Background: an optimization exercise with open tools, aiming at small area, a short achievable clock period and few clock cycles. Do not read the settings as production practice. At most, simulation tests tie the RTL to the original design; equivalence was not proved.

==> trial 93: inputs <==
## SequentialMultiplier
module SequentialMultiplier(clock, reset, multiplicand, multiplier, product, ready, start);
make LEC_CHECK=0 CAP_MARGIN=20 CORE_MARGIN=2 CORE_UTILIZATION=40 SETUP_SLACK_MARGIN=1.2 SLEW_MARGIN=20 SYNTH_HIERARCHICAL=1 finish   # period 4.0 ns
run.sh (not shown) runs the stock make flow with config.mk's settings and CLKGATE_MAP_FILE= SYNTH_SCRIPT=/design/flow/synth_recipe.tcl, a recipe that flattens the netlist after the stock synthesis.
==> trial 94 (differences from trial 93) <==
==> flow/flow/run.sh (new file) <==
#!/bin/bash
# Standard layout (the standard.sh, unchanged synthesis and steps), with
# the port buffers made from sky130_fd_sc_hd__buf_1 instead of the flow's
# default pick. Every tool's output goes to standard.log here.
set -euo pipefail
export BUFFER_PORTS_ARGS="-buffer_cell sky130_fd_sc_hd__buf_1"
export RECOVER_POWER=100
bash standard.sh > standard.log 2>&1
==> flow/standard.sh (new file) <==
#!/bin/bash
# synth_recipe.tcl (not shown) runs the flow's synth.tcl, then flattens the netlist and writes it again
# the make line also repeats each setting of config.mk as NAME=value (left out here)
make -C /OpenROAD-flow-scripts/flow DESIGN_CONFIG=/design/flow/config.mk WORK_HOME=/design/flow/orfs CLKGATE_MAP_FILE= SYNTH_SCRIPT=/design/flow/synth_recipe.tcl "${@:-finish}"
--- a/flow/config.mk
+++ b/flow/config.mk
@@ -9,5 +9,5 @@
 export CORE_MARGIN = 2
 export CORE_UTILIZATION = 40
-export SETUP_SLACK_MARGIN = 1.2
+export SETUP_SLACK_MARGIN = 1.0
 export SLEW_MARGIN = 20
 export SYNTH_HIERARCHICAL = 1
removed: flow/run.sh
==> build 13 (differences from trial 93) <==
==> flow/flow/run.sh (new file) <==
#!/bin/bash
# Standard layout (the standard.sh, unchanged synthesis and steps), with
# the port buffers made from sky130_fd_sc_hd__buf_1 instead of the flow's
# default pick. Every tool's output goes to standard.log here.
set -euo pipefail
export BUFFER_PORTS_ARGS="-buffer_cell sky130_fd_sc_hd__buf_1"
bash standard.sh > standard.log 2>&1
==> flow/standard.sh (new file) <==
#!/bin/bash
# synth_recipe.tcl (not shown) runs the flow's synth.tcl, then flattens the netlist and writes it again
# the make line also repeats each setting of config.mk as NAME=value (left out here)
make -C /OpenROAD-flow-scripts/flow DESIGN_CONFIG=/design/flow/config.mk WORK_HOME=/design/flow/orfs CLKGATE_MAP_FILE= SYNTH_SCRIPT=/design/flow/synth_recipe.tcl "${@:-finish}"
--- a/flow/config.mk
+++ b/flow/config.mk
@@ -8,6 +8,6 @@
 export CAP_MARGIN = 20
 export CORE_MARGIN = 2
-export CORE_UTILIZATION = 40
-export SETUP_SLACK_MARGIN = 1.2
+export CORE_UTILIZATION = 60
+export SETUP_SLACK_MARGIN = 1.0
 export SLEW_MARGIN = 20
 export SYNTH_HIERARCHICAL = 1
removed: flow/run.sh
==> build 14 (differences from trial 93) <==
--- a/flow/config.mk
+++ b/flow/config.mk
@@ -9,5 +9,5 @@
 export CORE_MARGIN = 2
 export CORE_UTILIZATION = 40
-export SETUP_SLACK_MARGIN = 1.2
+export SETUP_SLACK_MARGIN = 1.0
 export SLEW_MARGIN = 20
 export SYNTH_HIERARCHICAL = 1
==> comparison table <==
| item | build 13 | trial 94 | build 14 | trial 93 |
|---|---|---|---|---|
| Wire per inst | 19.6 µm | 18.4 µm | 19.2 µm | 18.8 µm |
| Global Route met3 Usage | 0.0621 | 0.0391 | 0.0440 | 0.0431 |
| Number of cell rows | 56 | 69 | 69 | 69 |
| Worst setup path end | ph_register[26]$_DFFE_PP_ | pend_c[6]$_DFF_P_ | ph_register[29]$_DFFE_PP_ | ph_register[25]$_DFFE_PP_ |
| First-pass GRT wire length | 52700 µm | 53800 µm | 55800 µm | 54800 µm |
| Slew Viols, Final | 0 | 102 | 0 | 0 |
| Resized Gates After CTS | 2 | 1 | 3 | 12 |
| Area of all placed cells without fillers | 0.0155 mm² | 0.0156 mm² | 0.0165 mm² | 0.0166 mm² |
| Number of DRC markers after the initial detailed-route iteration | 809 | 712 | 556 | 673 |
| Status | timing/DRC/antenna clean | failed layout checks | timing/DRC/antenna clean | timing/DRC/antenna clean |
| Layout check failures | - | max-capacitance violations, max-slew violations | - | - |
| Number of tap cells added at floorplan | 319 | 461 | 461 | 461 |
| Relative area of clock buffers and inverters in the final design | 0.0407 | 0.0403 | 0.0344 | 0.0369 |
| Class of the most critical hold timing path | in -> async | in -> async | reg -> reg | reg -> reg |
Testbench counts of trial 93, summed over its fixed seeds: cycles 28,808.
Testbench counts of trial 94, summed over its fixed seeds: cycles 28,808.
Testbench counts of build 13, summed over its fixed seeds: cycles 28,808.
Testbench counts of build 14, summed over its fixed seeds: cycles 28,808.

* * *

==> run a: inputs <==
Another version of the RTL of SequentialMultiplier (not shown whole).
Settings: LEC_CHECK=0, CAP_MARGIN=20, CORE_MARGIN=2, CORE_UTILIZATION=40, SLEW_MARGIN=20; clock period 4.0 ns.
Stock flow here: none of the scripts above is used.
==> inputs of run b, as changes to run a <==
--- a/flow/design.v
+++ b/flow/design.v
@@ -302,35 +302,44 @@
     wire fs124 = row3[29] ^ hs6 ^ fc89;
     wire fc124 = (row3[29] & hs6) | (row3[29] & fc89) | (hs6 & fc89);
     wire fs125 = row2[32] ^ row3[30] ^ hc6;
     wire fc125 = (row2[32] & row3[30]) | (row2[32] & hc6) | (row3[30] & hc6);
     wire hs8 = row2[33] ^ row3[31];
     wire hc8 = row2[33] & row3[31];
     wire [41:0] tx = {1'b0, row3[33], row3[32], hs8, fs125, fs124, fc122, fc121, fc120, fc119, fc118, fc117, fc116, fc115, fc114, fc113, fc112, fc111, fc110, fc109, fc108, fc107, fc106, fc105, fc104, fc103, fc102, fc101, fc100, fc99, fc98, fc97, fc96, fc95, fc94, fc93, fc92, fc91, fc90, hc7, hs7, acc_c[0]};
     wire [41:0] ty = {1'b0, 1'b0, hc8, fc125, fc124, fc123, fs123, fs122, fs121, fs120, fs119, fs118, fs117, fs116, fs115, fs114, fs113, fs112, fs111, fs110, fs109, fs108, fs107, fs106, fs105, fs104, fs103, fs102, fs101, fs100, fs99, fs98, fs97, fs96, fs95, fs94, fs93, fs92, fs91, fs90, row0[0], acc_s[0]};
-    wire [9:0] low = pend_s + pend_c + {pend_n, 7'b0} + pend_ci;
-    wire [N-1:0] hi = acc_s[N-1:0] + acc_c[N-1:0] + low[9:8] + 32'hAAAAAAAC;
+    wire [39:0] fx = {acc_s[N-1:0], pend_s};
+    wire [39:0] fy = {acc_c[N-1:0], pend_c};
+    wire [39:0] fk = {32'hAAAAAAAC, 8'b0};
+    wire [39:0] fz = {32'b0, pend_n, 5'b0, pend_ci};    
+    wire [39:0] fu = fx ^ fy ^ (fk | fz);
+    wire [40:0] fv = {(fx & fy) | ((fx | fy) & (fk | fz)), 1'b0};
+    wire [39:0] fsum = fu + fv[39:0];
+    wire [7:0] low = fsum[7:0];
+    wire c8 = fsum[8] ^ fu[8] ^ fv[8];                  
+    wire [1:0] low_ci = {1'b0, c8} + {1'b0, fv[8]};   
+    wire [N-1:0] hi = fsum[39:8];
     assign product = {acc_s[N-1:0], pl_register};
     always_ff @(posedge clock) begin
         if (~busy)
             m_register <= multiplicand;
         one <= one_d;
         two <= two_d;
         neg <= neg_d;
         if (go) begin
             pend_s <= '0;
             pend_c <= '0;
             pend_n <= 1'b0;
             pend_ci <= '0;
         end else begin
             pend_s <= tx[7:0];
             pend_c <= ty[7:0];
             pend_n <= neg[3];
-            pend_ci <= low[9:8];
+            pend_ci <= low_ci;
         end
         if (go) begin
             acc_s <= {2'b0, multiplicand & {N{multiplier[0]}}};
             acc_c <= '0;
         end else if (accumulate) begin
             acc_s <= tx[41:8];
             acc_c <= ty[41:8];
         end else if (resolve) begin
==> comparison table <==
	run b	run a
Combined buffer and inverter count along the critical path	0	3
Largest net degree at the start of global routing	44	56
WHS Endpoint	count[0]	acc_c[4]
Multi-input gate share of total cell area	54.61%	54.05%
Post-synth top area share	19.51%	20.27%
Slew at the pin closest to its max-slew limit	0.7431 ns	1.105 ns
Fraction of area in non-clock buffers	9.546%	11.24%
Req. time, crit path	4.18 ns	4.21 ns
Sequential fraction of the synthesis area	29.10%	30.23%
Result of the run	finished clean	finished with violations
Violated checks	-	negative setup slack
Footprint of the multi-input gates	9119 µm²	9021 µm²
Final Hold Slack	0.4866 ns	0.4785 ns
Worst max-slew margin expressed relative to the limit	50.28%	26.32%
Critical Path End	product[59]	product[45]
Mean instance size in the synthesized netlist	9.600 µm²	9.881 µm²
Clk cell area share	3.701%	3.501%
Buffer count from post-CTS setup fixing	0	13
Ratio of cells with drive above 1 in the final layout	5.754%	11.04%
DRC marker count from the first detailed-route iteration	855	1104
Aggregate global-route resource usage	23.74%	23.89%
Function was not checked in any run of this note: the RTL went through the layout flow alone.

==> separate check: timing with driven ports <==
In the flow no input, the clock included, has a driving cell. The finished layouts below were timed again as built, in two steps. Step 1 sets driving cells, clkbuf_16 on the clock port and buf_2 on the other inputs (assumed; they add their load-dependent delay and slew). Step 2, shift: input delay + t, output delay - t, t = (earliest + latest rising clock arrival at the registers) / 2. This alone moves slack from input paths to output paths. a / b / c = no drivers / after step 1 / after step 2; a / b = the first two.
| run | t, ns | setup WS [ns] | worst setup path at the end |
|---|---|---|---|
| trial 93 | 0.494 | 1.247 / 1.247 / 1.247 | register to register |
| trial 94 | 0.506 | 0.717 / 0.717 / 0.717 | register to register |
| build 13 | 0.494 | 1.065 / 1.065 / 1.065 | register to register |
| build 14 | 0.506 | 1.139 / 1.139 / 1.139 | register to register |
| run a | 0.494 | -0.673 / -0.673 / -0.673 | register to register |
| run b | 0.496 | 0.290 / 0.290 / 0.290 | register to register |
